From an optimization exercise on the open Yosys and OpenROAD flow, aimed at small area; shortcuts taken in it are not production practice. The RTL was checked by simulation tests, not by an equivalence proof against the original design. The clock cells of runs 2 to 7 come from the design's own scripts or RTL, not from TritonCTS. The clock input has no modelled driver; a real chip could not lean on it and would need a root buffer or a full tree. Power figures rest on the tool's default switching activity, not on a simulated workload.

===== flow/constraint.sdc =====
create_clock -name core_clock -period 4.0 [get_ports {clk}]
set_input_delay 0.8000 -clock core_clock [delete_from_list [all_inputs] [get_ports {clk}]]
set_output_delay 0.8000 -clock core_clock [all_outputs]
set_load 0.01 [all_outputs]

===== flow/flow/area.abc =====
strash; &get -n; &fraig -x; &put; scorr; dc2; dretime; strash; &get -n; &dch -f; &nf -R 1000; &put

===== flow/design.v =====
module Timer_NormalMode(
    input wire clk,
    input wire reset,
    output reg irq_timer
);
    reg [15:0] lfsr;
    wire low_zero = ~|lfsr[14:0];
    wire feedback = lfsr[15] ^ lfsr[13] ^ lfsr[12] ^ lfsr[10] ^ low_zero;
    always @(posedge clk or posedge reset) begin
        if (reset) begin
            lfsr <= 16'b0;
            irq_timer <= 1'b0;
        end else begin
            lfsr <= {lfsr[14:0], feedback};
            irq_timer <= lfsr[15] & low_zero;   
        end
    end
endmodule
module Fast_PWM(
    input wire clk,
    input wire reset,
    input wire [15:0] timer_top,
    input wire [15:0] pwm_cnta,
    input wire [15:0] pwm_cntb,
    output reg pwm_outa,
    output reg pwm_outb
);
    function ltn(input [15:0] na, input [15:0] b);
        integer i;
        reg r;
        begin
            r = 1'b0;
            for (i = 0; i < 16; i = i + 1)
                r = (na[i] & b[i]) | (na[i] & r) | (b[i] & r);
            ltn = r;
        end
    endfunction
    reg [15:0] cnt_n;
    always @(posedge clk or posedge reset) begin
        if (reset) begin
            cnt_n <= 16'hFFFF;
            pwm_outa <= 0;
            pwm_outb <= 0;
        end else begin
            cnt_n <= ltn(cnt_n, timer_top) ? cnt_n - 1'b1 : 16'hFFFF;
            pwm_outa <= ltn(cnt_n, pwm_cnta);
            pwm_outb <= ltn(cnt_n, pwm_cntb);
        end
    end
endmodule
module PhaseCorrectPWM(
    input wire clk,
    input wire reset,
    input wire [15:0] top,
    input wire [15:0] pwm_a,
    input wire [15:0] pwm_b,
    output reg pwm_outa,
    output reg pwm_outb
);
    function ltn(input [15:0] na, input [15:0] b);
        integer i;
        reg r;
        begin
            r = 1'b0;
            for (i = 0; i < 16; i = i + 1)
                r = (na[i] & b[i]) | (na[i] & r) | (b[i] & r);
            ltn = r;
        end
    endfunction
    reg [15:0] cnt_n;
    reg direction;  
    reg [16:0] t;
    integer i;
    always @(*) begin
        t[0] = 1'b1;
        for (i = 0; i < 16; i = i + 1)
            t[i+1] = t[i] & ~(cnt_n[i] ^ direction);
    end
    wire up_ok = ltn(cnt_n, top);
    wire move = direction ? ~t[16] : up_ok;
    always @(posedge clk or posedge reset) begin
        if (reset) begin
            cnt_n <= 16'hFFFF;
            direction <= 0;
            pwm_outa <= 0;
            pwm_outb <= 0;
        end else begin
            if (move) cnt_n <= cnt_n ^ t[15:0];
            else direction <= ~direction;
            pwm_outa <= ltn(cnt_n, pwm_a);
            pwm_outb <= ltn(cnt_n, pwm_b);
        end
    end
endmodule
module Timer_PWM_Generator(
    input wire clk,                 
    input wire reset,               
    input wire [1:0] TMR_SRC,       
    input wire [1:0] TMR_MODE,      
    input wire [15:0] TIMER_TOP,    
    input wire [15:0] PWM_CNTA,     
    input wire [15:0] PWM_CNTB,     
    output wire PWM_OUTA,           
    output wire PWM_OUTB,           
    output wire timer_interrupt     
);
    wire irq_timer_normal;
    wire pwm_outa_fast, pwm_outb_fast;
    wire pwm_outa_phase, pwm_outb_phase;
    Timer_NormalMode normal_mode_inst (
        .clk(clk),
        .reset(reset),
        .irq_timer(irq_timer_normal)
    );
    Fast_PWM fast_pwm_inst (
        .clk(clk),
        .reset(reset),
        .pwm_outa(pwm_outa_fast),
        .pwm_outb(pwm_outb_fast),
        .timer_top(TIMER_TOP),
        .pwm_cnta(PWM_CNTA),
        .pwm_cntb(PWM_CNTB)
    );
    PhaseCorrectPWM phase_pwm_inst (
        .clk(clk),
        .reset(reset),
        .top(TIMER_TOP),
        .pwm_a(PWM_CNTA),
        .pwm_b(PWM_CNTB),
        .pwm_outa(pwm_outa_phase),
        .pwm_outb(pwm_outb_phase)
    );
    assign PWM_OUTA = TMR_MODE[0] ? (~TMR_MODE[1] & pwm_outa_fast)
                                  : ( TMR_MODE[1] & pwm_outa_phase);
    assign PWM_OUTB = TMR_MODE[0] ? (~TMR_MODE[1] & pwm_outb_fast)
                                  : ( TMR_MODE[1] & pwm_outb_phase);
    assign timer_interrupt = ~TMR_MODE[0] & ~TMR_MODE[1] & irq_timer_normal;
endmodule

===== flow/standard.sh =====
#!/bin/bash
# synth_recipe.tcl (not shown) runs the flow's synth.tcl, then flattens the netlist and writes it again
# the make line also repeats each setting of config.mk as NAME=value (left out here)
make -C /OpenROAD-flow-scripts/flow DESIGN_CONFIG=/design/flow/config.mk WORK_HOME=/design/flow/orfs CLKGATE_MAP_FILE= SYNTH_SCRIPT=/design/flow/synth_recipe.tcl "${@:-finish}"

===== flow/flow/knobs.txt =====
# extra make variables for the ORFS run, one per line
BUFFER_PORTS_ARGS=-buffer_cell sky130_fd_sc_hd__buf_1
ADDER_MAP_FILE=
CTS_ARGS=-sink_clustering_enable -repair_clock_nets -dont_use_dummy_load -buf_list sky130_fd_sc_hd__clkbuf_8 -root_buf sky130_fd_sc_hd__clkbuf_8 -sink_clustering_size 30 -sink_clustering_max_diameter 200

===== flow/flow/run.sh =====
#!/bin/bash
# Own layout flow: the standard synthesis script, except that ABC maps the
# logic with an area-oriented script (flow/area.abc); then the standard ORFS
# steps, with small port buffers and a clock tree without dummy loads.
set -euo pipefail
W=$(pwd)
F=$W/flow
mkdir -p $W/myflow
# synth.tcl with the ABC script replaced
sed 's#^\(\s*\)log_cmd abc {\*}\$abc_args#\1set abc_args [lreplace $abc_args 1 1 '"$F"'/area.abc]\n\1log_cmd abc {*}$abc_args#' \
  $FLOW_HOME/scripts/synth.tcl > $W/myflow/synth.tcl
grep -q "area.abc" $W/myflow/synth.tcl
sed 's#\$::env(SCRIPTS_DIR)/synth.tcl#'"$W"'/myflow/synth.tcl#' $W/synth_recipe.tcl > $W/myflow/synth_recipe.tcl
grep -q "myflow/synth.tcl" $W/myflow/synth_recipe.tcl

KNOBS=()
[[ -f $F/knobs.txt ]] && mapfile -t KNOBS < <(grep -v '^#' $F/knobs.txt | grep .)

make -C $FLOW_HOME DESIGN_CONFIG=$W/config.mk WORK_HOME=$W/orfs CLKGATE_MAP_FILE= \
  SYNTH_SCRIPT=$W/myflow/synth_recipe.tcl "${KNOBS[@]}" finish > $W/make_finish.log 2>&1
R=$W/orfs/results/$FLOW_PLATFORM/Timer_PWM_Generator/base
: # left out here: write the final layout as DEF

===== flow/config.mk =====
export PLATFORM = sky130hd
export DESIGN_NAME = Timer_PWM_Generator
export DESIGN_NICKNAME = Timer_PWM_Generator
export VERILOG_FILES = /design/flow/design.v
export SDC_FILE = /design/flow/constraint.sdc
export NUM_CORES = 4
export LEC_CHECK = 0
export CAP_MARGIN = 20
export CORE_MARGIN = 2
export CORE_UTILIZATION = 40
export SLEW_MARGIN = 20

==> results of run 1 <==
## per-layer routing
layer | vias to the layer above | share of wire (%)
li1 | 1354 | -
met1 | 1281 | 48
met2 | 70 | 46
met3 | 2 | 6.0
met4 | 0 | 0.42
met5 | - | 0
## Yosys cell counts (5+ instances only)
cell / count
nand2b_1: 11
dfstp_2: 32
nor2_1: 25
o21ai_0: 18
nand3_1: 5
nor3_1: 6
xor2_1: 10
o22ai_1: 28
nand3b_1: 5
a21oi_1: 20
o221ai_1: 13
a221oi_1: 14
xnor2_1: 19
a22oi_1: 31
nand2_1: 19
dfrtp_1: 22
## power groups by stage
| stage | combinational [mW] | clock [mW] | sequential (mW) |
|---|---|---|---|
| final | 0.201 | 0.278 | 0.678 |
| after detailed placement | 0.199 | 0 | 0.687 |
| after global routing | 0.230 | 0.311 | 0.688 |
| after CTS | 0.201 | 0.294 | 0.677 |
| after global placement | 0.195 | 0 | 0.686 |
| after floorplan | 0.141 | 0 | 0.662 |
## how the worst min path moves through the flow
stage	slack (ps)	startpoint	endpoint	cells past startpoint
after global placement	360	normal_mode_inst.lfsr[14]	normal_mode_inst.lfsr[15]	0
after CTS	360	normal_mode_inst.lfsr[5]	normal_mode_inst.lfsr[6]	0
after floorplan	350	normal_mode_inst.lfsr[1]	normal_mode_inst.lfsr[2]	0
after global routing	380	normal_mode_inst.lfsr[5]	normal_mode_inst.lfsr[6]	0
final	360	normal_mode_inst.lfsr[5]	normal_mode_inst.lfsr[6]	0
after detailed placement	360	normal_mode_inst.lfsr[5]	normal_mode_inst.lfsr[6]	0
## registers in the layout, indices dropped and copies added, names as in the netlist
| register | count |
|---|---|
| phase_pwm_inst.direction | 1 |
| phase_pwm_inst.cnt_n | 16 |
| fast_pwm_inst.cnt_n | 16 |
| normal_mode_inst.lfsr | 16 |
| fast_pwm_inst.pwm_outa | 1 |
| phase_pwm_inst.pwm_outb | 1 |
| phase_pwm_inst.pwm_outa | 1 |
| fast_pwm_inst.pwm_outb | 1 |
| normal_mode_inst.irq_timer | 1 |
## stage by stage
step	setup WS, ps	util (%)
6_report	638	47.4
5_1_grt	280	47.4
4_1_cts	606	47.4
3_5_place_dp	309	46.4
3_3_place_gp	347	46.4
2_1_floorplan	823	-
## layout make-up
class / count / area (sq um)
Fill cell: 756 / 3840
Multi-Input combinational cell: 252 / 1630
Sequential cell: 54 / 1390
Timing Repair Buffer: 58 / 233
Tap cell: 99 / 124
Clock buffer: 5 / 68.8
Inverter: 3 / 11.3
## cell families after synthesis
| logic type | synth area share [%] |
|---|---|
| simple gates | 14.7 |
| xor+xnor | 8.38 |
| mux | 1.12 |
| compound gates | 29.5 |
| flops | 45.9 |
| buf+inv | 0.372 |
==> impl_metrics.py, run 1 <==
metrics = {
    "pwr": {
        "power_mw": 1.16,
        "p_leak_nw": 1.17,
        "internal_power_mw": 0.818,
        "p_comb_share_pct": 17.4,
        "ir_drop_uv": 233,
        "p_switching_mw": 0.340,
        "swShare_pct": 29.3,
        "powerDensity_nw_per_um2": 335,
        "p_seq_share_pct": 58.5,
        "clkPwrFrac_pct": 24.1,
    },
    "worst_setup_path": {
        "critPathArrivalTime_ps": 3590,
        "cp_cell_sequence": "a22oi_1 -> o21ai_0 -> o221ai_1 -> a21oi_1 -> a221oi_1 -> nor2_1 -> a221oi_1 -> o21ai_0 -> o221ai_1 -> a21oi_1 -> a221oi_1 -> nor3_1 -> a21oi_1 -> buf_4 -> nor2_1 -> nand2_1 -> nor2_1 -> nand2_1 -> xnor2_1",
        "worstPathRequired_ps": 4230,
        "end_kind": "flop",
        "r2r_start": "phase_pwm_inst.cnt_n[1]",
        "cp.buffers_inverters": 1,
        "rrSetupSlack_ps": 640,
        "cp.depth": 19,
        "slowest_delay_ps": 640,
        "rr_worst_depth": 19,
        "path_class": "reg2reg",
        "cp_top_family": "compound AO/OA/AOI/OAI gates",
        "crit_path_start": "phase_pwm_inst.cnt_n[1]",
        "worstReg2RegEnd": "phase_pwm_inst.cnt_n[13]",
        "critPathSlowestCell": "dfstp_2",
        "startpoint_type": "flop",
        "cp-endpoint": "phase_pwm_inst.cnt_n[13]",
        "crit_fanout": 9,
    },
    "floorplanning": {
        "die-area_sq_um": 8280,
        "num_rows": 31,
        "die_h_um": 91.0,
        "initial_utilization_pct": 41.5,
        "die_w_um": 91.0,
        "pin_count": 57,
        "coreArea_sq_um": 7290,
    },
    "logic_synthesis": {
        "synth-main-ff-cell": "dfstp_2",
        "yosys.area.top_type_share_pct": 27.8,
        "ys_seq_area_share_pct": 45.9,
        "syn_inst": 309,
        "postSynth.asyncResetShare_pct": 100,
        "synth_cell_types": 31,
        "ys_ff_latch": 54,
        "ys_warn_count": 3,
        "syn-num-nets": 363,
        "syn-cell-area_sq_um": 3030,
        "yosysTopAreaCell": "dfstp_2",
        "syn_avg_cell_area_sq_um": 9.80,
        "synth-edff-count": 0,
        "ys_top_cells_by_area": "dfstp_2 28%, dfrtp_1 18%, a22oi_1 7.7%",
    },
    "cells_and_area": {
        "area_delta_synth_final_pct": 14.0,
        "nets": 428,
        "fin_area_sq_um": 3450,
        "layout_common_cells": "54 x buf_1, 32 x dfstp_2, 31 x a22oi_1, 28 x o22ai_1, 25 x nor2_1",
        "final_cells": 471,
        "antenna_cells": 0,
        "mostFrequentLayoutCell": "buf_1",
        "drive_above_1_share_pct": 11.3,
    },
    "grt": {
        "grt_pass1_wl_um": 12600,
        "grtUsageMet1_pct": 25.9,
        "use_met2_pct": 29.0,
        "met3_usage_pct": 4.73,
        "track_usage_pct": 18.5,
        "grt_pass1_vias": 2533,
        "overflow": 0,
        "antenna_found_initial": 0,
        "busiest_layer": "met2",
        "grt_max_degree": 40,
    },
    "clock_tree": {
        "cts_buffers": 5,
        "cts_sinks": 54,
        "cts-htree-levels": 2,
        "cts_tree": "built",
        "clk_pin_slew_ps": 110,
        "cts_setup_buffers": 0,
        "clkLatencyLatePin_ps": 300,
        "ctsRootBufferMaster": "clkbuf_8",
        "cts.path.max_buffers": 2,
        "cts_resized": 0,
        "postCtsHoldBufs": 0,
    },
    "sta": {
        "setup_viol": 0,
        "slew_viol_final": 0,
        "worst_slew_pin_slew_ps": 834,
        "relSlewSlack_pct": 44.3,
        "final.setup_skew_ps": 23.1,
        "rsz0062_at_grt": "false",
        "whs_ps": 358,
        "final.min_clock_period_ps": 3360,
        "hold_viol_final": 0,
        "fin_tns_setup_ps": 0,
        "fin_crit_sh_pct": 84.0,
        "clock.fmax_mhz": 297,
    },
    "detailed_routing": {
        "dr.pass1.iters": 5,
        "vias": 2707,
        "wl_per_cell_um": 15.6,
        "antenna_left": 0,
        "drc_errors": 0,
        "wirelength_um": 7370,
        "routed_via_density": 5.75,
        "drtIter0Drc": 178,
    },
    "status": {
        "outcome": "finished clean",
    },
    "place": {
        "port_buffers": 54,
        "hpwl_um": 5550,
        "post-place-cells": 466,
        "gp_congestion": 0.831,
        "place_area_sq_um": 3390,
    },
    "worst_hold_path": {
        "hold_path.class": "reg2reg",
    },
    "run": {
        "maxCapViolCount": 0,
    },
}
==> run 2: changes to the inputs <==
--- a/flow/design.v
+++ b/flow/design.v
@@ -1,18 +1,23 @@
 module Timer_NormalMode(
     input wire clk,
     input wire reset,
-    output reg irq_timer
+    output reg irq_timer,
+    output reg [15:0] timer_cnt
 );
-    reg [15:0] lfsr;
-    wire low_zero = ~|lfsr[14:0];
-    wire feedback = lfsr[15] ^ lfsr[13] ^ lfsr[12] ^ lfsr[10] ^ low_zero;
+    reg [16:0] c;
+    integer i;
+    always @(*) begin
+        c[0] = 1'b1;
+        for (i = 0; i < 16; i = i + 1)
+            c[i+1] = c[i] & timer_cnt[i];
+    end
     always @(posedge clk or posedge reset) begin
         if (reset) begin
-            lfsr <= 16'b0;
+            timer_cnt <= 16'b0;
             irq_timer <= 1'b0;
         end else begin
-            lfsr <= {lfsr[14:0], feedback};
-            irq_timer <= lfsr[15] & low_zero;   
+            timer_cnt <= timer_cnt ^ c[15:0];
+            irq_timer <= c[16];
         end
     end
 endmodule
@@ -107,10 +112,12 @@
     wire irq_timer_normal;
     wire pwm_outa_fast, pwm_outb_fast;
     wire pwm_outa_phase, pwm_outb_phase;
+    wire [15:0] timer_cnt_normal;
     Timer_NormalMode normal_mode_inst (
         .clk(clk),
         .reset(reset),
-        .irq_timer(irq_timer_normal)
+        .irq_timer(irq_timer_normal),
+        .timer_cnt(timer_cnt_normal)
     );
     Fast_PWM fast_pwm_inst (
         .clk(clk),
--- a/flow/flow/run.sh
+++ b/flow/flow/run.sh
@@ -14,7 +14,7 @@
 grep -q "myflow/synth.tcl" $W/myflow/synth_recipe.tcl
 
 KNOBS=()
-[[ -f $F/knobs.txt ]] && mapfile -t KNOBS < <(grep -v '^#' $F/knobs.txt | grep .)
+[[ -f $F/knobs.txt ]] && mapfile -t KNOBS < <(grep -v '^#' $F/knobs.txt | grep . | sed "s|@FLOW@|$F|g")
 
 make -C $FLOW_HOME DESIGN_CONFIG=$W/config.mk WORK_HOME=$W/orfs CLKGATE_MAP_FILE= \
   SYNTH_SCRIPT=$W/myflow/synth_recipe.tcl "${KNOBS[@]}" finish > $W/make_finish.log 2>&1
==> flow/flow/clock.tcl (new file) <==
# Used as PRE_CTS_TCL: replaces the clock tree synthesis command for this small
# design with one level of clock buffers fed by the clock port. The registers
# are split by position into MYCLK_N groups, each driven by one MYCLK_CELL.
proc clock_tree_synthesis {args} {
  set block [ord::get_db_block]
  set db [ord::get_db]
  set n $::env(MYCLK_N)
  set master [$db findMaster $::env(MYCLK_CELL)]
  set clk [[$block findBTerm clk] getNet]
  set sinks {}
  foreach it [$clk getITerms] {
    if { [$it isInputSignal] } {
      set inst [$it getInst]
      set box [$inst getBBox]
      lappend sinks [list [expr {([$box xMin] + [$box xMax]) / 2}] [expr {([$box yMin] + [$box yMax]) / 2}] $it]
    }
  }
  set sinks [lsort -integer -index 0 $sinks]
  set total [llength $sinks]
  for {set g 0} {$g < $n} {incr g} {
    set lo [expr {$g * $total / $n}]
    set hi [expr {($g + 1) * $total / $n - 1}]
    set group [lrange $sinks $lo $hi]
    set sx 0; set sy 0
    foreach s $group { incr sx [lindex $s 0]; incr sy [lindex $s 1] }
    set cx [expr {$sx / [llength $group]}]
    set cy [expr {$sy / [llength $group]}]
    set buf [odb::dbInst_create $block $master "clkbuf_leaf_${g}_clk"]
    set net [odb::dbNet_create $block "clknet_leaf_${g}_clk"]
    $net setSigType CLOCK
    foreach s $group {
      set it [lindex $s 2]
      $it disconnect
      $it connect $net
    }
    [$buf findITerm A] connect $clk
    [$buf findITerm X] connect $net
    $buf setLocation $cx $cy
    $buf setPlacementStatus PLACED
    puts "clock buffer $g: [llength $group] sinks at $cx $cy"
  }
  $clk setSigType CLOCK
  global_connect
  set_propagated_clock [all_clocks]
}
==> flow/flow/knobs.txt (replaced) <==
# extra make variables for the ORFS run, one per line (@FLOW@ is this folder)
BUFFER_PORTS_ARGS=-buffer_cell sky130_fd_sc_hd__buf_1
ADDER_MAP_FILE=
PRE_CTS_TCL=@FLOW@/clock.tcl
MYCLK_N=2
MYCLK_CELL=sky130_fd_sc_hd__clkbuf_16
GPL_TIMING_DRIVEN=0
==> impl_metrics.py, run 2 <==
metrics = {
    "worst_setup_path": {
        "r2r_start": "phase_pwm_inst.cnt_n[1]",
        "worstPathRequired_ps": 4100,
        "rrSetupSlack_ps": 480,
        "path_class": "in2reg",
        "end_kind": "flop",
        "critPathSlowestCell": "nor3_1",
        "worstReg2RegEnd": "phase_pwm_inst.cnt_n[9]",
        "slowest_delay_ps": 310,
        "critPathArrivalTime_ps": 3760,
        "cp_cell_sequence": "buf_1 -> a22oi_1 -> o21ai_0 -> o221ai_1 -> a21oi_1 -> a221oi_1 -> o21ai_0 -> o221ai_1 -> a21oi_1 -> a221oi_1 -> nor2_1 -> a221oi_1 -> nor3_1 -> a21oi_1 -> nor2_2 -> nand2_1 -> nor2_2 -> nand2_1 -> nor2_1 -> xor2_1",
        "crit_path_start": "TIMER_TOP[1]",
        "rr_worst_depth": 19,
        "crit_fanout": 7,
        "startpoint_type": "input port",
    },
    "logic_synthesis": {
        "synth-main-ff-cell": "dfstp_2",
        "ys_seq_area_share_pct": 44.2,
        "synth_common_cells": "34 x nor2_1, 32 x dfstp_2, 31 x a22oi_1",
        "ys_top_cells_by_area": "dfstp_2 27%, dfrtp_1 17%, a22oi_1 7.4%",
        "syn_avg_cell_area_sq_um": 9.48,
        "syn-cell-area_sq_um": 3150,
        "postSynth.asyncResetShare_pct": 100,
        "yosys.cell_count.top_type": "nor2_1",
        "synth_cell_types": 28,
        "yosysTopAreaCell": "dfstp_2",
        "ys_warn_count": 3,
        "syn-num-nets": 386,
        "synth-edff-count": 0,
        "yosys.area.top_type_share_pct": 26.7,
        "ys_ff_latch": 54,
        "syn_inst": 332,
    },
    "sta": {
        "final.min_clock_period_ps": 3660,
        "relSlewSlack_pct": 52.5,
        "hold_viol_final": 0,
        "fin_ws_ps": 343,
        "worst_slew_pin_slew_ps": 712,
        "whs_ps": 480,
        "rsz0062_at_grt": "false",
        "slew_viol_final": 0,
        "fin_crit_sh_pct": 91.4,
        "setup_viol": 0,
        "final.setup_skew_ps": 5.61,
        "clock.fmax_mhz": 273,
    },
    "place": {
        "dp_slack_ps": -15.6,
        "post-place-cells": 489,
        "hpwl_um": 5580,
        "port_buffers": 54,
        "gp_congestion": 0.841,
    },
    "worst_hold_path": {
        "holdPathStages": 1,
        "holdPathEnd": "normal_mode_inst.timer_cnt[12]",
        "min_from": "normal_mode_inst.timer_cnt[12]",
        "hold_path.class": "reg2reg",
    },
    "grt": {
        "track_usage_pct": 17.4,
        "grt_pass1_wl_um": 12700,
        "grt_pass1_vias": 2588,
        "grt_max_degree": 34,
        "antenna_found_initial": 0,
        "overflow": 0,
    },
    "cells_and_area": {
        "nets": 446,
        "layout_common_cells": "54 x buf_1, 32 x dfstp_2, 31 x nor2_1, 31 x a22oi_1, 29 x o22ai_1",
        "final_util_pct": 46.4,
        "area_delta_synth_final_pct": 13.2,
        "antenna_cells": 0,
        "top_regs": "fast_pwm_inst.cnt_n x16, normal_mode_inst.timer_cnt x16, phase_pwm_inst.cnt_n x16",
        "seqCellArea_sq_um": 1390,
        "final_cells": 492,
        "multiInputGateArea_sq_um": 1740,
        "nFillCells": 778,
        "drive_above_1_share_pct": 10.3,
        "mostFrequentLayoutCell": "buf_1",
    },
    "floorplanning": {
        "coreArea_sq_um": 7690,
        "die-area_sq_um": 8600,
        "pin_count": 57,
        "num_rows": 32,
        "die_h_um": 92.7,
        "initial_utilization_pct": 41.0,
        "die_w_um": 92.7,
    },
    "detailed_routing": {
        "vias": 2791,
        "wirelength_um": 7370,
        "drc_errors": 0,
        "dr.pass1.iters": 5,
        "routed_via_density": 5.67,
        "wl_per_cell_um": 15.0,
        "drtIter0Drc": 133,
        "antenna_left": 0,
    },
    "pwr": {
        "powerDensity_nw_per_um2": 312,
        "ir_drop_uv": 224,
        "power_mw": 1.11,
        "p_leak_nw": 1.28,
    },
    "clock_tree": {
        "clk_pin_slew_ps": 110,
        "clkLatencyLatePin_ps": 170,
    },
    "status": {
        "outcome": "finished clean",
    },
    "run": {
        "maxCapViolCount": 0,
    },
}
## run 2: changes by cell type after synthesis, sizes merged, moves of 2 or more
cell | previous run | this run
xor2 | 10 | 18
clkinv | 3 | 6
nand3 | 5 | 8
nor2 | 25 | 34
or2 | 4 | 2
nand2b | 11 | 9
a221oi | 14 | 16
and3 | 2 | 4
a21oi | 20 | 24
## run 2: cell type report
type | instances | area share (%)
flip-flops and latches | 54 | 39.0
inverters | 6 | 0.667
multi-input cells | 272 | 48.9
plain buffers | 2 | 1.40
repair buffers | 56 | 6.46
well taps | 102 | 3.58
## run 2: metal layers
layer | share of wire (%) | up-vias | GRT usage [%]
met2 | 46 | 71 | 29.4
met1 | 48 | 1302 | 25.3
met3 | 5.7 | 2 | 2.12
met5 | 0 | - | 0
met4 | 0.33 | 0 | 0.858
li1 | - | 1416 | -
## run 2: repair_timing
item / CTS / global route
setup buffers: 0 / 1
hold buffers: 0 / 0
endpoints found under the setup margin: 0 / 3
gates resized for setup: 0 / 2
## run 2: how the worst max path moves through the flow
| stage | depth (start not counted) | slack (ps) | endpoint |
|---|---|---|---|
| 3_5_place_dp | 20 | -20 | phase_pwm_inst.cnt_n[9] |
| 3_3_place_gp | 20 | 40 | phase_pwm_inst.cnt_n[9] |
| 5_1_grt | 20 | 9 | phase_pwm_inst.cnt_n[9] |
| 6_report | 20 | 340 | phase_pwm_inst.cnt_n[9] |
| 4_1_cts | 20 | 160 | phase_pwm_inst.cnt_n[9] |
| 2_1_floorplan | 19 | 780 | phase_pwm_inst.cnt_n[9] |
## run 2: cell families (layout without fill, tap and decap cells)
| group | count (synthesis) | in the layout | share of synthesized area, % |
|---|---|---|---|
| AO/OA/AOI/OAI | 134 | 134 | 28.7 |
| AND/OR/NAND/NOR | 98 | 98 | 15.0 |
| flip-flops | 54 | 54 | 44.2 |
| XOR/XNOR | 37 | 37 | 10.3 |
| buffers and inverters | 6 | 64 | 0.715 |
| multiplexers | 3 | 3 | 1.07 |
## run 2: where the power goes
part / switching, mW / internal [mW] / leakage, nW / total (mW)
clock network: 0.140 / 0.0927 / 0.0246 / 0.233
registers: 0.0748 / 0.602 / 0.612 / 0.677
logic: 0.100 / 0.103 / 0.648 / 0.204
total: 0.315 / 0.798 / 1.28 / 1.11
## run 2: worst max-delay path, delay by kind of cell
family          cells  cell delay (ps)
compound gates     11             1450
xor+xnor            1              150
buf+inv             1              160
simple gates        7             1170
## run 2: stage by stage
step	setup TNS [ps]	instance area, sq um
CTS	0	3550
global route	0	3560
global placement	0	3480
floorplan	0	3150
detailed placement	-15.6	3500
finish	0	3560
==> run 3: changes to the inputs <==
--- a/flow/design.v
+++ b/flow/design.v
@@ -1,23 +1,18 @@
 module Timer_NormalMode(
     input wire clk,
     input wire reset,
-    output reg irq_timer,
-    output reg [15:0] timer_cnt
+    output reg irq_timer
 );
-    reg [16:0] c;
-    integer i;
-    always @(*) begin
-        c[0] = 1'b1;
-        for (i = 0; i < 16; i = i + 1)
-            c[i+1] = c[i] & timer_cnt[i];
-    end
+    reg [15:0] lfsr;
+    wire low_zero = ~|lfsr[14:0];
+    wire feedback = lfsr[15] ^ lfsr[13] ^ lfsr[12] ^ lfsr[10] ^ low_zero;
     always @(posedge clk or posedge reset) begin
         if (reset) begin
-            timer_cnt <= 16'b0;
+            lfsr <= 16'b0;
             irq_timer <= 1'b0;
         end else begin
-            timer_cnt <= timer_cnt ^ c[15:0];
-            irq_timer <= c[16];
+            lfsr <= {lfsr[14:0], feedback};
+            irq_timer <= lfsr[15] & low_zero;   
         end
     end
 endmodule
@@ -112,12 +107,10 @@
     wire irq_timer_normal;
     wire pwm_outa_fast, pwm_outb_fast;
     wire pwm_outa_phase, pwm_outb_phase;
-    wire [15:0] timer_cnt_normal;
     Timer_NormalMode normal_mode_inst (
         .clk(clk),
         .reset(reset),
-        .irq_timer(irq_timer_normal),
-        .timer_cnt(timer_cnt_normal)
+        .irq_timer(irq_timer_normal)
     );
     Fast_PWM fast_pwm_inst (
         .clk(clk),
==> flow/flow/clock.tcl (replaced) <==
proc clock_tree_synthesis {args} {
  set block [ord::get_db_block]
  set db [ord::get_db]
  set n $::env(MYCLK_N)
  set master [$db findMaster $::env(MYCLK_CELL)]
  set clk [[$block findBTerm clk] getNet]
  set sinks {}
  foreach it [$clk getITerms] {
    if { [$it isInputSignal] } {
      set box [[$it getInst] getBBox]
      lappend sinks [list [expr {([$box xMin] + [$box xMax]) / 2}] \
        [expr {([$box yMin] + [$box yMax]) / 2}] $it]
    }
  }
  set total [llength $sinks]
  set cap [expr {($total + $n - 1) / $n}]
  # start from strips along x, then balanced k-means: each sink goes to the
  # nearest centre that still has room, sinks taken in order of distance
  set sinks [lsort -integer -index 0 $sinks]
  set centres {}
  for {set g 0} {$g < $n} {incr g} {
    set grp [lrange $sinks [expr {$g * $total / $n}] [expr {($g + 1) * $total / $n - 1}]]
    set sx 0; set sy 0
    foreach s $grp { incr sx [lindex $s 0]; incr sy [lindex $s 1] }
    lappend centres [list [expr {$sx / [llength $grp]}] [expr {$sy / [llength $grp]}]]
  }
  for {set iter 0} {$iter < 20} {incr iter} {
    set pairs {}
    set k 0
    foreach s $sinks {
      for {set g 0} {$g < $n} {incr g} {
        set c [lindex $centres $g]
        set d [expr {abs([lindex $s 0] - [lindex $c 0]) + abs([lindex $s 1] - [lindex $c 1])}]
        lappend pairs [list $d $k $g]
      }
      incr k
    }
    set pairs [lsort -integer -index 0 $pairs]
    array unset asg
    array unset cnt
    for {set g 0} {$g < $n} {incr g} { set cnt($g) 0 }
    foreach p $pairs {
      lassign $p d k g
      if { [info exists asg($k)] || $cnt($g) >= $cap } { continue }
      set asg($k) $g
      incr cnt($g)
    }
    set new {}
    for {set g 0} {$g < $n} {incr g} {
      set sx 0; set sy 0; set m 0
      for {set k 0} {$k < $total} {incr k} {
        if { $asg($k) == $g } {
          incr sx [lindex [lindex $sinks $k] 0]; incr sy [lindex [lindex $sinks $k] 1]; incr m
        }
      }
      if { $m > 0 } { lappend new [list [expr {$sx / $m}] [expr {$sy / $m}]] } else { lappend new [lindex $centres $g] }
    }
    set centres $new
  }
  for {set g 0} {$g < $n} {incr g} {
    set buf [odb::dbInst_create $block $master "clkbuf_leaf_${g}_clk"]
    set net [odb::dbNet_create $block "clknet_leaf_${g}_clk"]
    $net setSigType CLOCK
    set m 0
    for {set k 0} {$k < $total} {incr k} {
      if { $asg($k) == $g } {
        set it [lindex [lindex $sinks $k] 2]
        $it disconnect
        $it connect $net
        incr m
      }
    }
    [$buf findITerm A] connect $clk
    [$buf findITerm X] connect $net
    lassign [lindex $centres $g] cx cy
    $buf setLocation $cx $cy
    $buf setPlacementStatus PLACED
    puts "clock buffer $g: $m sinks at $cx $cy"
  }
  $clk setSigType CLOCK
  global_connect
  set_propagated_clock [all_clocks]
}
==> flow/flow/knobs.txt (replaced) <==
# extra make variables for the ORFS run, one per line (@FLOW@ is this folder)
BUFFER_PORTS_ARGS=-buffer_cell sky130_fd_sc_hd__buf_1
ADDER_MAP_FILE=
PRE_CTS_TCL=@FLOW@/clock.tcl
MYCLK_N=3
MYCLK_CELL=sky130_fd_sc_hd__clkbuf_8
==> impl_metrics.py, run 3 <==
metrics = {
    "status": {
        "outcome": "finished clean",
    },
    "worst_hold_path": {
        "hold_path.class": "reg2reg",
    },
    "clock_tree": {
        "cts_setup_buffers": 0,
        "clk_pin_slew_ps": 110,
        "clkLatencyLatePin_ps": 170,
        "cts_resized": 0,
        "postCtsHoldBufs": 0,
    },
    "logic_synthesis": {
        "postSynth.asyncResetShare_pct": 100,
        "syn-num-nets": 363,
        "yosysTopAreaCell": "dfstp_2",
        "ys_warn_count": 3,
        "syn-cell-area_sq_um": 3030,
        "synth-edff-count": 0,
        "synth_cell_types": 31,
        "syn_inst": 309,
        "synth_common_cells": "32 x dfstp_2, 31 x a22oi_1, 28 x o22ai_1",
        "synth_top_family_by_area": "compound AO/OA/AOI/OAI gates",
        "synth_compound_area_share_pct": 29.5,
        "ys_seq_area_share_pct": 45.9,
        "synth_mux_area_share_pct": 1.12,
        "ys_top_cells_by_area": "dfstp_2 28%, dfrtp_1 18%, a22oi_1 7.7%",
        "synth-main-ff-cell": "dfstp_2",
        "yosys.area_share.adder_pct": 0,
        "synth_xor_xnor_area_share_pct": 8.38,
        "yosys.area.top_type_share_pct": 27.8,
        "ys_ff_latch": 54,
        "syn_avg_cell_area_sq_um": 9.80,
        "yosys.cell_count.top_type": "dfstp_2",
        "synthSimpleGateAreaFrac_pct": 14.7,
    },
    "floorplanning": {
        "initial_utilization_pct": 41.5,
        "die_h_um": 91.0,
        "coreArea_sq_um": 7290,
        "pin_count": 57,
        "num_rows": 31,
        "die_w_um": 91.0,
        "die-area_sq_um": 8280,
    },
    "cells_and_area": {
        "nets": 426,
        "drive_above_1_share_pct": 10.8,
        "area_delta_synth_final_pct": 13.1,
        "top_regs": "fast_pwm_inst.cnt_n x16, normal_mode_inst.lfsr x16, phase_pwm_inst.cnt_n x16",
        "antenna_cells": 0,
        "layout_common_cells": "54 x buf_1, 32 x dfstp_2, 31 x a22oi_1, 28 x o22ai_1, 25 x nor2_1",
        "mostFrequentLayoutCell": "buf_1",
        "fin_area_sq_um": 3430,
    },
    "sta": {
        "rsz0062_at_grt": "false",
        "fin_crit_sh_pct": 86.7,
        "clock.fmax_mhz": 288,
        "fin_tns_setup_ps": 0,
        "final.setup_skew_ps": 14.7,
        "relSlewSlack_pct": 44.2,
        "hold_viol_final": 0,
        "final.min_clock_period_ps": 3470,
        "worst_slew_pin_slew_ps": 837,
        "setup_viol": 0,
        "slew_viol_final": 0,
        "whs_ps": 381,
    },
    "detailed_routing": {
        "routed_via_density": 5.75,
        "dr.pass1.iters": 4,
        "vias": 2698,
        "drtIter0Drc": 126,
        "wirelength_um": 7360,
        "wl_per_cell_um": 15.7,
        "drc_errors": 0,
        "antenna_left": 0,
    },
    "worst_setup_path": {
        "crit_fanout": 5,
        "path_class": "in2reg",
        "critPathSlowestCell": "nor3_1",
        "end_kind": "flop",
        "cp_top_family": "compound AO/OA/AOI/OAI gates",
        "slowest_delay_ps": 310,
        "worstPathRequired_ps": 4110,
        "cp_cell_sequence": "buf_1 -> a22oi_1 -> o21ai_0 -> o221ai_1 -> a21oi_1 -> a221oi_1 -> nor2_1 -> a221oi_1 -> o21ai_0 -> o221ai_1 -> a21oi_1 -> a221oi_1 -> nor3_1 -> a21oi_1 -> buf_4 -> nor2_1 -> nand2_1 -> nor2_1 -> nand2_1 -> xnor2_1",
        "critPathArrivalTime_ps": 3580,
        "cp.buffers_inverters": 2,
        "startpoint_type": "input port",
    },
    "pwr": {
        "p_comb_share_pct": 18.4,
        "powerDensity_nw_per_um2": 319,
        "p_switching_mw": 0.318,
        "internal_power_mw": 0.774,
        "p_leak_nw": 1.16,
        "clkPwrFrac_pct": 19.6,
        "ir_drop_uv": 233,
        "p_seq_share_pct": 62.0,
        "swShare_pct": 29.1,
    },
    "grt": {
        "overflow": 0,
        "grt_pass1_vias": 2498,
        "grt_pass1_wl_um": 12500,
        "track_usage_pct": 17.7,
        "grt_max_degree": 40,
        "antenna_found_initial": 0,
    },
    "place": {
        "place_area_sq_um": 3390,
        "hpwl_um": 5550,
        "gp_congestion": 0.831,
        "port_buffers": 54,
    },
    "run": {
        "maxCapViolCount": 0,
    },
}
run 3: cell types whose count changed after synthesis, sizes merged, moves of 2 or more:
cell / delta
a21oi: -4
a221oi: -2
and3: -2
clkinv: -3
nand2b: +2
nand3: -3
nor2: -9
or2: +2
xor2: -8
run 3: power by group through the flow:
stage / Clock, mW / Sequential [mW] / Combinational, mW
finish: 0.214 / 0.677 / 0.201
floorplan: 0 / 0.662 / 0.141
detailed placement: 0 / 0.687 / 0.199
global route: 0.242 / 0.688 / 0.230
global placement: 0 / 0.686 / 0.195
CTS: 0.225 / 0.677 / 0.201
run 3: worst paths after layout:
check	slack, ps	cells after the start	start	endpoint
min	380	0	normal_mode_inst.lfsr[9]	normal_mode_inst.lfsr[10]
max in group asynchronous	2420	3	reset	phase_pwm_inst.cnt_n[8]
min in group asynchronous	770	2	reset	normal_mode_inst.lfsr[10]
min reg2reg	380	0	normal_mode_inst.lfsr[9]	normal_mode_inst.lfsr[10]
max	530	20	TIMER_TOP[1]	phase_pwm_inst.cnt_n[13]
max reg2reg	650	19	phase_pwm_inst.cnt_n[1]	phase_pwm_inst.cnt_n[13]
run 3: cell families after synthesis:
kind of cell / Yosys count
AO/OA/AOI/OAI: 131
multiplexers: 3
flip-flops: 54
AND/OR/NAND/NOR: 89
buffers and inverters: 3
XOR/XNOR: 29
run 3: cell type report:
class,instances,area (sq um)
inverters,3,11.3
fillers,755,3860
well taps,99,124
repair buffers,58,233
plain buffers,3,41.3
multi-input cells,252,1630
flip-flops and latches,54,1390
run 3: per-layer routing:
layer / wire length, um / global-route usage, %
met5: 0 / 0
met4: 44 / 1.26
met1: 3500 / 26.0
met2: 3340 / 28.8
met3: 469 / 2.82
run 3: per-stage QoR:
step                power, mW  util (%)  instances  setup WS [ps]
finish                   1.09      47.0        469            532
global route             1.16      47.0        469            163
CTS                      1.10      47.0        469            492
detailed placement      0.886      46.4        466            309
global placement        0.880      46.4        466            347
floorplan               0.803         -        309            823
==> run 4: changes to the inputs <==
--- a/flow/flow/knobs.txt
+++ b/flow/flow/knobs.txt
@@ -4,3 +4,5 @@
 PRE_CTS_TCL=@FLOW@/clock.tcl
 MYCLK_N=3
 MYCLK_CELL=sky130_fd_sc_hd__clkbuf_8
+CORE_UTILIZATION=70
+PLACE_DENSITY=0.85
==> impl_metrics.py, run 4 <==
metrics = {
    "logic_synthesis": {
        "synth-edff-count": 0,
        "postSynth.asyncResetShare_pct": 100,
        "yosysTopAreaCell": "dfstp_2",
        "syn_avg_cell_area_sq_um": 9.80,
        "syn-num-nets": 363,
        "syn_inst": 309,
        "ys_seq_area_share_pct": 45.9,
        "synth_cell_types": 31,
        "ys_ff_latch": 54,
        "ys_top_cells_by_area": "dfstp_2 28%, dfrtp_1 18%, a22oi_1 7.7%",
        "synth_common_cells": "32 x dfstp_2, 31 x a22oi_1, 28 x o22ai_1",
        "ys_warn_count": 3,
        "syn-cell-area_sq_um": 3030,
        "synth-main-ff-cell": "dfstp_2",
        "yosys.area.top_type_share_pct": 27.8,
        "yosys.cell_count.top_type": "dfstp_2",
    },
    "cells_and_area": {
        "mostFrequentLayoutCell": "buf_1",
        "multiInputGateArea_sq_um": 1630,
        "nets": 425,
        "layout_common_cells": "54 x buf_1, 32 x dfstp_2, 31 x a22oi_1, 28 x o22ai_1, 25 x nor2_1",
        "area_delta_synth_final_pct": 10.9,
        "top_regs": "fast_pwm_inst.cnt_n x16, normal_mode_inst.lfsr x16, phase_pwm_inst.cnt_n x16",
        "antenna_cells": 0,
        "seqCellArea_sq_um": 1390,
        "nFillCells": 266,
        "drive_above_1_share_pct": 10.6,
    },
    "worst_hold_path": {
        "holdPathStages": 0,
        "min_from": "normal_mode_inst.lfsr[9]",
        "hold_path.class": "reg2reg",
    },
    "clock_tree": {
        "cts_resized": 0,
        "clk_pin_slew_ps": 110,
        "clkLatencyLatePin_ps": 170,
        "postCtsHoldBufs": 0,
        "cts_setup_buffers": 0,
    },
    "worst_setup_path": {
        "rr_worst_depth": 19,
        "cp-endpoint": "phase_pwm_inst.cnt_n[13]",
        "cp.buffers_inverters": 2,
        "cp_top_family": "compound AO/OA/AOI/OAI gates",
        "cp.depth": 20,
        "crit_path_start": "TIMER_TOP[1]",
        "worstPathRequired_ps": 4090,
        "worstReg2RegEnd": "phase_pwm_inst.cnt_n[13]",
        "crit_fanout": 5,
        "critPathArrivalTime_ps": 3630,
        "r2r_start": "phase_pwm_inst.cnt_n[1]",
        "end_kind": "flop",
        "critPathSlowestCell": "nor3_1",
        "startpoint_type": "input port",
        "path_class": "in2reg",
        "rrSetupSlack_ps": 610,
        "cp_cell_sequence": "buf_1 -> a22oi_1 -> o21ai_0 -> o221ai_1 -> a21oi_1 -> a221oi_1 -> nor2_1 -> a221oi_1 -> o21ai_0 -> o221ai_1 -> a21oi_1 -> a221oi_1 -> nor3_1 -> a21oi_1 -> buf_4 -> nor2_1 -> nand2_1 -> nor2_1 -> nand2_1 -> xnor2_1",
        "slowest_delay_ps": 290,
    },
    "floorplanning": {
        "die-area_sq_um": 4870,
        "die_h_um": 69.8,
        "initial_utilization_pct": 74.1,
        "die_w_um": 69.8,
        "num_rows": 23,
        "pin_count": 57,
        "coreArea_sq_um": 4090,
    },
    "pwr": {
        "p_leak_nw": 1.15,
        "ir_drop_uv": 408,
        "powerDensity_nw_per_um2": 323,
    },
    "sta": {
        "rsz0062_at_grt": "false",
        "final.min_clock_period_ps": 3530,
        "hold_viol_final": 0,
        "setup_viol": 0,
        "fin_ws_ps": 467,
        "slew_viol_final": 0,
        "whs_ps": 382,
        "clock.fmax_mhz": 283,
        "worst_slew_pin_slew_ps": 896,
        "relSlewSlack_pct": 40.2,
        "final.setup_skew_ps": 8.82,
        "fin_tns_setup_ps": 0,
        "fin_crit_sh_pct": 88.3,
    },
    "detailed_routing": {
        "highest_layer": "met4",
        "drtIter0Drc": 261,
        "dr_wl_met3_um": 459,
        "antenna_left": 0,
        "drt-met1-wl_um": 3060,
        "drc_errors": 0,
        "wl_met2_um": 3350,
        "wirelength_um": 6980,
        "routed_via_density": 6.68,
        "wl_per_cell_um": 16.7,
        "dr.pass1.iters": 7,
        "vias": 2798,
    },
    "grt": {
        "track_usage_pct": 29.6,
        "overflow": 0,
        "grt_max_degree": 55,
        "antenna_found_initial": 0,
        "grt_pass1_wl_um": 12100,
        "grt_pass1_vias": 2613,
    },
    "run": {
        "maxCapViolCount": 0,
    },
    "place": {
        "dp_slack_ps": 325,
        "port_buffers": 54,
        "hpwl_um": 5100,
        "gp_congestion": 0.871,
    },
    "status": {
        "outcome": "finished clean",
    },
}
-- run 4: changes by cell type in the layout (fill, tap and decap cells not counted) --
cell      change
inv_2         -1
clkinv_2      +1
buf_4         -1
-- run 4: routing by layer --
layer,vias up,global-route usage [%]
met2,134,49.4
met5,-,0
met3,12,2.33
met4,0,6.62
met1,1300,42.7
li1,1352,-
-- run 4: cells by family (layout without fill, tap and decap cells) --
kind of cell              after synthesis  in the layout  share of synthesized area [%]
AOI/OAI and AO/OA                     131            131                           29.5
xor gates and xnor gates               29             29                           8.38
buffers and inverters                   3             63                          0.372
DFF                                    54             54                           45.9
muxes                                   3              3                           1.12
and+or+nand+nor                        89             89                           14.7
-- run 4: how the worst min path moves through the flow --
| stage | to | slack (ps) |
|---|---|---|
| 3_3_place_gp | normal_mode_inst.lfsr[15] | 360 |
| 5_1_grt | normal_mode_inst.lfsr[9] | 390 |
| 3_5_place_dp | normal_mode_inst.lfsr[4] | 360 |
| 2_1_floorplan | normal_mode_inst.lfsr[2] | 350 |
| 6_report | normal_mode_inst.lfsr[10] | 380 |
| 4_1_cts | normal_mode_inst.lfsr[9] | 390 |
-- run 4: area by class of cell --
cell class	instances	share of cell area, %
Multi-Input combinational cell	252	48.4
Sequential cell	54	41.4
Inverter	3	0.372
Buffer	3	1.23
Tap cell	50	1.86
Timing Repair Buffer	57	6.70
-- run 4: through the flow --
| step | cells | util, % | power [mW] | cell area, sq um |
|---|---|---|---|---|
| final | 419 | 82.2 | 1.09 | 3360 |
| after global routing | 419 | 82.2 | 1.15 | 3360 |
| after CTS | 419 | 82.2 | 1.09 | 3360 |
| after floorplan | 309 | - | 0.803 | 3030 |
| after detailed placement | 416 | 81.2 | 0.882 | 3320 |
| after global placement | 416 | 81.2 | 0.872 | 3320 |
-- run 4: power breakdown --
group / leakage (nW) / switching [mW] / total, mW / internal (mW)
logic: 0.557 / 0.101 / 0.203 / 0.101
registers: 0.575 / 0.0723 / 0.674 / 0.602
clock network: 0.0216 / 0.139 / 0.209 / 0.0701
==> run 5: changes to the inputs <==
--- a/flow/flow/knobs.txt
+++ b/flow/flow/knobs.txt
@@ -6,3 +6,5 @@
 MYCLK_CELL=sky130_fd_sc_hd__clkbuf_8
 CORE_UTILIZATION=70
 PLACE_DENSITY=0.85
+SLEW_MARGIN=0
+CAP_MARGIN=0
==> impl_metrics.py, run 5 <==
metrics = {
    "worst_setup_path": {
        "cp_cell_sequence": "buf_1 -> a22oi_1 -> o21ai_0 -> o221ai_1 -> a21oi_1 -> a221oi_1 -> nor2_1 -> a221oi_1 -> o21ai_0 -> o221ai_1 -> a21oi_1 -> a221oi_1 -> nor3_1 -> a21oi_1 -> buf_4 -> nor2_1 -> nand2_1 -> nor2_1 -> nand2_1 -> xnor2_1",
        "startpoint_type": "input port",
        "crit_fanout": 5,
        "critPathSlowestCell": "nor3_1",
        "slowest_delay_ps": 290,
        "worstPathRequired_ps": 4090,
        "critPathArrivalTime_ps": 3630,
        "path_class": "in2reg",
        "end_kind": "flop",
    },
    "detailed_routing": {
        "wl_per_cell_um": 16.7,
        "drtIter0Drc": 261,
        "vias": 2798,
        "routed_via_density": 6.68,
        "dr.pass1.iters": 6,
        "drc_errors": 0,
        "wirelength_um": 6990,
        "antenna_left": 0,
    },
    "logic_synthesis": {
        "syn_avg_cell_area_sq_um": 9.80,
        "syn-cell-area_sq_um": 3030,
        "synth_cell_types": 31,
        "syn_inst": 309,
        "ys_ff_latch": 54,
        "ys_seq_area_share_pct": 45.9,
        "ys_warn_count": 3,
        "synth-main-ff-cell": "dfstp_2",
        "syn-num-nets": 363,
        "yosysTopAreaCell": "dfstp_2",
        "synth-edff-count": 0,
        "synth_common_cells": "32 x dfstp_2, 31 x a22oi_1, 28 x o22ai_1",
        "yosys.cell_count.top_type": "dfstp_2",
        "yosys.area.top_type_share_pct": 27.8,
        "postSynth.asyncResetShare_pct": 100,
        "ys_top_cells_by_area": "dfstp_2 28%, dfrtp_1 18%, a22oi_1 7.7%",
    },
    "place": {
        "hpwl_um": 5100,
        "port_buffers": 54,
        "place_area_sq_um": 3320,
        "dp_slack_ps": 325,
        "gp_congestion": 0.871,
    },
    "grt": {
        "overflow": 0,
        "grt_pass1_vias": 2613,
        "track_usage_pct": 29.6,
        "grt_pass1_wl_um": 12100,
        "grt_max_degree": 55,
        "antenna_found_initial": 0,
    },
    "sta": {
        "clock.fmax_mhz": 283,
        "fin_ws_ps": 464,
        "rsz0062_at_grt": "false",
        "hold_viol_final": 0,
        "fin_crit_sh_pct": 88.4,
        "final.setup_skew_ps": 9.03,
        "slew_viol_final": 0,
        "setup_viol": 0,
        "worst_slew_pin_slew_ps": 1090,
        "fin_tns_setup_ps": 0,
        "final.min_clock_period_ps": 3540,
        "relSlewSlack_pct": 27.5,
    },
    "floorplanning": {
        "pin_count": 57,
        "coreArea_sq_um": 4090,
        "die_w_um": 69.8,
        "num_rows": 23,
        "initial_utilization_pct": 74.1,
        "die_h_um": 69.8,
        "die-area_sq_um": 4870,
    },
    "pwr": {
        "power_mw": 1.09,
        "p_leak_nw": 1.15,
        "clkPwrFrac_pct": 19.2,
        "p_comb_share_pct": 18.7,
        "swShare_pct": 28.7,
        "ir_drop_uv": 408,
        "powerDensity_nw_per_um2": 323,
        "p_seq_share_pct": 62.1,
        "internal_power_mw": 0.773,
        "p_switching_mw": 0.312,
    },
    "clock_tree": {
        "clkLatencyLatePin_ps": 170,
        "cts_setup_buffers": 0,
        "clk_pin_slew_ps": 110,
        "cts_resized": 0,
        "postCtsHoldBufs": 0,
    },
    "cells_and_area": {
        "nets": 425,
        "antenna_cells": 0,
        "drive_above_1_share_pct": 10.6,
        "top_regs": "fast_pwm_inst.cnt_n x16, normal_mode_inst.lfsr x16, phase_pwm_inst.cnt_n x16",
        "layout_common_cells": "54 x buf_1, 32 x dfstp_2, 31 x a22oi_1, 28 x o22ai_1, 25 x nor2_1",
        "fin_area_sq_um": 3360,
        "area_delta_synth_final_pct": 10.9,
        "mostFrequentLayoutCell": "buf_1",
    },
    "run": {
        "maxCapViolCount": 0,
    },
    "worst_hold_path": {
        "hold_path.class": "reg2reg",
    },
    "status": {
        "outcome": "finished clean",
    },
}
[run 5: final timing paths]
kind,startpoint,to,slack (ps),depth (start not counted)
worst max register to register,phase_pwm_inst.cnt_n[1],phase_pwm_inst.cnt_n[13],610,19
min in group asynchronous,reset,phase_pwm_inst.direction,880,2
worst max-delay path,TIMER_TOP[1],phase_pwm_inst.cnt_n[13],460,20
max in group asynchronous,reset,fast_pwm_inst.pwm_outa,2460,2
worst min register to register,normal_mode_inst.lfsr[9],normal_mode_inst.lfsr[10],380,0
worst min-delay path,normal_mode_inst.lfsr[9],normal_mode_inst.lfsr[10],380,0
[run 5: cell families (layout without fill, tap and decap cells)]
kind of cell              after synthesis  after routing  synth area share [%]
AOI/OAI and AO/OA                     131            131                  29.5
xor gates and xnor gates               29             29                  8.38
buffers and inverters                   3             63                 0.372
DFF                                    54             54                  45.9
muxes                                   3              3                  1.12
and+or+nand+nor                        89             89                  14.7
[run 5: layout make-up]
cell class | count | area, sq um
multi-input combinational | 252 | 1630
sequential | 54 | 1390
fill | 267 | 728
timing repair buffer | 57 | 225
tap | 50 | 62.6
buffer | 3 | 41.3
inverter | 3 | 11.3
[run 5: through the flow]
| step | util (%) | hold WS (ps) | instances |
|---|---|---|---|
| final | 82.2 | 382 | 419 |
| after global routing | 82.2 | 393 | 419 |
| after CTS | 82.2 | 386 | 419 |
| after detailed placement | 81.2 | 361 | 416 |
| after global placement | 81.2 | 361 | 416 |
| after floorplan | - | 354 | 309 |
[run 5: critical path: cells and delay by family]
kind | cells | cell delay, ps
simple gates | 6 | 1020
compound gates | 11 | 1320
buf+inv | 2 | 340
xor+xnor | 1 | 160
[run 5: layer usage]
| metal | track usage (%) | part of all wire, % | vias up |
|---|---|---|---|
| li1 | - | - | 1352 |
| met1 | 42.7 | 44 | 1309 |
| met2 | 49.4 | 48 | 125 |
| met3 | 2.33 | 6.4 | 12 |
| met4 | 6.62 | 1.7 | 0 |
| met5 | 0 | 0 | - |
[run 5: power groups by stage]
stage / Sequential [mW] / Clock, mW / Combinational, mW
floorplan: 0.662 / 0 / 0.141
global route: 0.687 / 0.228 / 0.234
detailed placement: 0.682 / 0 / 0.200
CTS: 0.673 / 0.214 / 0.201
finish: 0.674 / 0.209 / 0.203
global placement: 0.680 / 0 / 0.191
==> run 6: changes to the inputs <==
--- a/flow/flow/knobs.txt
+++ b/flow/flow/knobs.txt
@@ -8,3 +8,4 @@
 PLACE_DENSITY=0.85
 SLEW_MARGIN=0
 CAP_MARGIN=0
+GPL_TIMING_DRIVEN=0
==> impl_metrics.py, run 6 <==
metrics = {
    "sta": {
        "setup_viol": 0,
        "rsz0062_at_grt": "false",
        "fin_crit_sh_pct": 90.3,
        "final.min_clock_period_ps": 3610,
        "hold_viol_final": 0,
        "final.setup_skew_ps": 20.8,
        "clock.fmax_mhz": 277,
        "worst_slew_pin_slew_ps": 1420,
        "fin_ws_ps": 388,
        "slew_viol_final": 0,
        "relSlewSlack_pct": 5.39,
        "fin_tns_setup_ps": 0,
        "whs_ps": 374,
    },
    "logic_synthesis": {
        "yosys.area_share.adder_pct": 0,
        "syn-num-nets": 363,
        "synth_compound_area_share_pct": 29.5,
        "synth_cell_types": 31,
        "yosysTopAreaCell": "dfstp_2",
        "syn_avg_cell_area_sq_um": 9.80,
        "synthSimpleGateAreaFrac_pct": 14.7,
        "postSynth.asyncResetShare_pct": 100,
        "ys_top_cells_by_area": "dfstp_2 28%, dfrtp_1 18%, a22oi_1 7.7%",
        "yosys.area.top_type_share_pct": 27.8,
        "synth_common_cells": "32 x dfstp_2, 31 x a22oi_1, 28 x o22ai_1",
        "synth-edff-count": 0,
        "ys_seq_area_share_pct": 45.9,
        "synth_top_family_by_area": "compound AO/OA/AOI/OAI gates",
        "ys_warn_count": 3,
        "yosys.cell_count.top_type": "dfstp_2",
        "synth_xor_xnor_area_share_pct": 8.38,
        "synth-main-ff-cell": "dfstp_2",
        "syn_inst": 309,
        "synth_mux_area_share_pct": 1.12,
        "syn-cell-area_sq_um": 3030,
        "ys_ff_latch": 54,
    },
    "cells_and_area": {
        "fin_area_sq_um": 3340,
        "nFillCells": 280,
        "final_cells": 416,
        "top_regs": "fast_pwm_inst.cnt_n x16, normal_mode_inst.lfsr x16, phase_pwm_inst.cnt_n x16",
        "final_util_pct": 81.8,
        "area_delta_synth_final_pct": 10.3,
        "drive_above_1_share_pct": 10.4,
        "nets": 422,
        "antenna_cells": 0,
        "mostFrequentLayoutCell": "buf_1",
        "layout_common_cells": "54 x buf_1, 32 x dfstp_2, 31 x a22oi_1, 28 x o22ai_1, 25 x nor2_1",
    },
    "worst_hold_path": {
        "hold_path.class": "reg2reg",
    },
    "floorplanning": {
        "initial_utilization_pct": 74.1,
        "num_rows": 23,
        "die_w_um": 69.8,
        "die_h_um": 69.8,
        "pin_count": 57,
        "coreArea_sq_um": 4090,
        "die-area_sq_um": 4870,
    },
    "detailed_routing": {
        "drc_errors": 0,
        "wirelength_um": 7110,
        "vias": 2838,
        "wl_per_cell_um": 17.1,
        "antenna_left": 0,
        "routed_via_density": 6.82,
        "dr.pass1.iters": 5,
        "drtIter0Drc": 256,
    },
    "pwr": {
        "powerDensity_nw_per_um2": 323,
        "power_mw": 1.08,
        "p_leak_nw": 1.14,
        "ir_drop_uv": 383,
    },
    "worst_setup_path": {
        "crit_fanout": 6,
        "critPathArrivalTime_ps": 3700,
        "end_kind": "flop",
        "worstPathRequired_ps": 4090,
        "path_class": "in2reg",
        "startpoint_type": "input port",
    },
    "place": {
        "port_buffers": 54,
        "post-place-cells": 413,
        "gp_congestion": 0.881,
        "hpwl_um": 5230,
        "dp_slack_ps": 199,
        "place_area_sq_um": 3300,
    },
    "grt": {
        "grt_pass1_wl_um": 12100,
        "antenna_found_initial": 0,
        "grt_max_degree": 55,
        "overflow": 0,
        "track_usage_pct": 29.4,
        "grt_pass1_vias": 2603,
    },
    "clock_tree": {
        "clkLatencyLatePin_ps": 170,
        "postCtsHoldBufs": 0,
        "clk_pin_slew_ps": 120,
        "cts_resized": 0,
        "cts_setup_buffers": 0,
    },
    "run": {
        "maxCapViolCount": 0,
    },
    "status": {
        "outcome": "finished clean",
    },
}
==> run 6: cell counts after synthesis <==
No cell type changed its count.
==> run 6: cell families (layout without fill, tap and decap cells) <==
kind of cell,after synthesis,after routing
buf+inv,3,60
simple gates,89,89
xor+xnor,29,29
compound gates,131,131
flops,54,54
mux,3,3
==> run 6: metal layers <==
| layer | wire length [um] | vias to the layer above | GRT usage [%] |
|---|---|---|---|
| met5 | 0 | - | 0 |
| li1 | - | 1351 | - |
| met1 | 2900 | 1330 | 40.2 |
| met3 | 543 | 14 | 2.33 |
| met2 | 3550 | 143 | 51.6 |
| met4 | 119 | 0 | 5.77 |
==> run 6: cell type report <==
| class | count | area (sq um) | area share, % |
|---|---|---|---|
| Buffer | 3 | 41.3 | 1.24 |
| Timing Repair Buffer | 54 | 203 | 6.07 |
| Sequential cell | 54 | 1390 | 41.7 |
| Inverter | 3 | 12.5 | 0.374 |
| Multi-Input combinational cell | 252 | 1630 | 48.8 |
| Tap cell | 50 | 62.6 | 1.87 |
==> run 6: path summary, 6_finish.rpt <==
path                                           from                   endpoint  slack (ps)  cells past startpoint
setup / recovery                       TIMER_TOP[1]    phase_pwm_inst.cnt_n[7]         390                     19
hold / removal             normal_mode_inst.lfsr[9]  normal_mode_inst.lfsr[10]         370                      0
setup reg to reg            phase_pwm_inst.cnt_n[1]    phase_pwm_inst.cnt_n[7]         550                     18
hold reg to reg            normal_mode_inst.lfsr[9]  normal_mode_inst.lfsr[10]         370                      0
max in group asynchronous                     reset   phase_pwm_inst.direction        2650                      2
min in group asynchronous                     reset  normal_mode_inst.lfsr[10]         760                      2
==> run 6: critical path, cell delays in order <==
cell and delay [ps]:
buf_1 150, a22oi_1 100, o21ai_0 170, o221ai_1 140, a21oi_1 150, a221oi_1 60
nor2_1 130, a221oi_1 60, o21ai_0 170, o221ai_1 140, a21oi_1 170, a221oi_1 70
nor3_1 300, a21oi_2 130, nand2b_1 220, or2_0 280, nor2_1 220, nand2_1 100
xnor2_1 140
==> run 6: power breakdown <==
part,internal (mW),switching (mW)
registers,0.602,0.0748
logic,0.101,0.102
clock network,0.0699,0.130
==> run 7: changes to the inputs <==
==> flow/flow/knobs.txt (replaced) <==
# extra make variables for the ORFS run, one per line (@FLOW@ is this folder)
BUFFER_PORTS_ARGS=-buffer_cell sky130_fd_sc_hd__buf_1
ADDER_MAP_FILE=
PRE_CTS_TCL=@FLOW@/clock.tcl
MYCLK_N=2
MYCLK_CELL=sky130_fd_sc_hd__clkbuf_16
CORE_UTILIZATION=70
PLACE_DENSITY=0.85
SLEW_MARGIN=0
CAP_MARGIN=0
GPL_TIMING_DRIVEN=0
==> impl_metrics.py, run 7 <==
metrics = {
    "floorplanning": {
        "die_w_um": 69.8,
        "initial_utilization_pct": 74.1,
        "die-area_sq_um": 4870,
        "pin_count": 57,
        "num_rows": 23,
        "coreArea_sq_um": 4090,
        "die_h_um": 69.8,
    },
    "worst_setup_path": {
        "critPathArrivalTime_ps": 3690,
        "path_class": "in2reg",
        "cp.buffers_inverters": 1,
        "end_kind": "flop",
        "critPathSlowestCell": "nor3_1",
        "crit_fanout": 6,
        "cp_top_family": "compound AO/OA/AOI/OAI gates",
        "cpMostUsedCell": "a221oi_1",
        "worstPathRequired_ps": 4090,
        "startpoint_type": "input port",
        "cp_cell_sequence": "buf_1 -> a22oi_1 -> o21ai_0 -> o221ai_1 -> a21oi_1 -> a221oi_1 -> nor2_1 -> a221oi_1 -> o21ai_0 -> o221ai_1 -> a21oi_1 -> a221oi_1 -> nor3_1 -> a21oi_2 -> nand2b_1 -> or2_0 -> nor2_1 -> nand2_1 -> xnor2_1",
        "slowest_delay_ps": 310,
    },
    "grt": {
        "track_usage_pct": 28.6,
        "antenna_found_initial": 0,
        "overflow": 0,
        "grt_pass1_wl_um": 11800,
        "grt_max_degree": 55,
        "grt_pass1_vias": 2537,
    },
    "cells_and_area": {
        "layout_common_cells": "54 x buf_1, 32 x dfstp_2, 31 x a22oi_1, 28 x o22ai_1, 25 x nor2_1",
        "top_regs": "fast_pwm_inst.cnt_n x16, normal_mode_inst.lfsr x16, phase_pwm_inst.cnt_n x16",
        "multiInputGateArea_sq_um": 1630,
        "seqCellArea_sq_um": 1390,
        "area_delta_synth_final_pct": 10.6,
        "nets": 421,
        "drive_above_1_share_pct": 10.1,
        "antenna_cells": 0,
        "fin_area_sq_um": 3350,
        "nFillCells": 272,
        "final_util_pct": 82.0,
        "mostFrequentLayoutCell": "buf_1",
    },
    "detailed_routing": {
        "vias": 2848,
        "wirelength_um": 6940,
        "routed_via_density": 6.86,
        "dr.pass1.iters": 6,
        "drc_errors": 0,
        "drtIter0Drc": 263,
        "wl_per_cell_um": 16.7,
        "antenna_left": 0,
    },
    "sta": {
        "fin_crit_sh_pct": 90.0,
        "rsz0062_at_grt": "false",
        "final.setup_skew_ps": 6.30,
        "whs_ps": 383,
        "fin_tns_setup_ps": 0,
        "slew_viol_final": 0,
        "setup_viol": 0,
        "final.min_clock_period_ps": 3600,
        "relSlewSlack_pct": 6.57,
        "clock.fmax_mhz": 278,
        "worst_slew_pin_slew_ps": 1400,
        "hold_viol_final": 0,
    },
    "logic_synthesis": {
        "ys_seq_area_share_pct": 45.9,
        "syn-num-nets": 363,
        "syn_avg_cell_area_sq_um": 9.80,
        "ys_ff_latch": 54,
        "yosys.cell_count.top_type": "dfstp_2",
        "yosysTopAreaCell": "dfstp_2",
        "ys_warn_count": 3,
        "synth-main-ff-cell": "dfstp_2",
        "ys_top_cells_by_area": "dfstp_2 28%, dfrtp_1 18%, a22oi_1 7.7%",
        "yosys.area.top_type_share_pct": 27.8,
        "syn_inst": 309,
        "synth-edff-count": 0,
        "postSynth.asyncResetShare_pct": 100,
        "synth_common_cells": "32 x dfstp_2, 31 x a22oi_1, 28 x o22ai_1",
        "syn-cell-area_sq_um": 3030,
        "synth_cell_types": 31,
    },
    "pwr": {
        "ir_drop_uv": 421,
        "powerDensity_nw_per_um2": 330,
        "p_leak_nw": 1.14,
    },
    "clock_tree": {
        "clk_pin_slew_ps": 100,
        "cts_resized": 0,
        "clkLatencyLatePin_ps": 160,
        "postCtsHoldBufs": 0,
        "cts_setup_buffers": 0,
    },
    "status": {
        "outcome": "finished clean",
    },
    "place": {
        "port_buffers": 54,
        "gp_congestion": 0.881,
        "hpwl_um": 5230,
        "place_area_sq_um": 3300,
    },
    "run": {
        "maxCapViolCount": 0,
    },
    "worst_hold_path": {
        "hold_path.class": "reg2reg",
    },
}
## run 7: logic make-up (layout without fill, tap and decap cells)
logic type | Yosys count | after routing | synth area share [%]
mux | 3 | 3 | 1.12
xor+xnor | 29 | 29 | 8.38
flops | 54 | 54 | 45.9
compound gates | 131 | 131 | 29.5
simple gates | 89 | 89 | 14.7
buf+inv | 3 | 59 | 0.372
## run 7: final timing paths
| check | to | slack, ps | start | cells past startpoint |
|---|---|---|---|---|
| setup reg to reg | phase_pwm_inst.cnt_n[7] | 480 | phase_pwm_inst.direction | 13 |
| hold reg to reg | normal_mode_inst.lfsr[15] | 380 | normal_mode_inst.lfsr[14] | 0 |
| min in group asynchronous | normal_mode_inst.lfsr[8] | 760 | reset | 2 |
| setup / recovery | phase_pwm_inst.cnt_n[7] | 400 | TIMER_TOP[1] | 19 |
| max in group asynchronous | phase_pwm_inst.direction | 2660 | reset | 2 |
| hold / removal | normal_mode_inst.lfsr[15] | 380 | normal_mode_inst.lfsr[14] | 0 |
## run 7: worst reg2reg max path, delay by kind of cell, from the launching register on
family,cells,cell delay [ps]
and+or+nand+nor,9,2020
DFF,1,570
xor gates and xnor gates,1,110
AOI/OAI and AO/OA,3,750
## run 7: final cells by class
cell class,count,area share (%)
Inverter,3,0.373
Timing Repair Buffer,54,6.05
Buffer,2,1.49
Sequential cell,54,41.6
Tap cell,50,1.87
Multi-Input combinational cell,252,48.7
## run 7: where the power goes
| group | internal (mW) | switching (mW) |
|---|---|---|
| Sequential | 0.602 | 0.0726 |
| Clock | 0.0924 | 0.134 |
| Combinational | 0.101 | 0.101 |
| Total | 0.796 | 0.308 |
## run 7: layer usage
layer,global-route usage (%),part of all wire [%],wire [um],up-vias
li1,-,-,-,1350
met1,40.5,41,2870,1335
met2,49.7,49,3430,146
met3,2.03,7.4,513,17
met4,3.85,1.7,118,0
met5,0,0,0,-
## run 7: metrics by stage
step                setup WS [ps]  power [mW]  cells
global placement              263       0.873    413
global route                 71.2        1.17    415
finish                        399        1.10    415
CTS                           233        1.11    415
detailed placement            199       0.884    413
floorplan                     823       0.803    309

[re-timing with driven ports]
The results above use ideal ports. As a check the final layouts listed here were re-extracted and re-timed, cells and wires unchanged.
Step 1, drivers: a clkbuf_16 drives clk and a buf_2 each remaining input, both assumed.
Step 2, shift: input delay + t, output delay - t, t = (earliest + latest rising clock arrival at the registers) / 2. This alone moves slack from input paths to output paths.
Three values: ideal, step 1, step 2; two values: the first two.
| run | shift t [ns] | setup slack, ns | hold slack, ns |
|---|---|---|---|
| run 1 | 0.322 | 0.638 / 0.638 / 0.325 | 0.358 / 0.358 / 0.358 |
| run 2 | 0.211 | 0.343 / 0.369 / 0.158 | 0.480 / 0.480 / 0.480 |
| run 3 | 0.216 | 0.532 / 0.561 / 0.345 | 0.381 / 0.381 / 0.381 |
| run 4 | 0.207 | 0.467 / 0.488 / 0.281 | 0.382 / 0.382 / 0.382 |
| run 5 | 0.207 | 0.464 / 0.484 / 0.278 | 0.382 / 0.382 / 0.382 |
| run 6 | 0.209 | 0.388 / 0.414 / 0.206 | 0.374 / 0.374 / 0.374 |
| run 7 | 0.204 | 0.399 / 0.422 / 0.219 | 0.383 / 0.383 / 0.383 |
After both steps setup and hold are still met in every run listed. The setup slack of run 1, which loses most, moves by 0.000 ns with the drivers and by -0.313 ns with both steps.
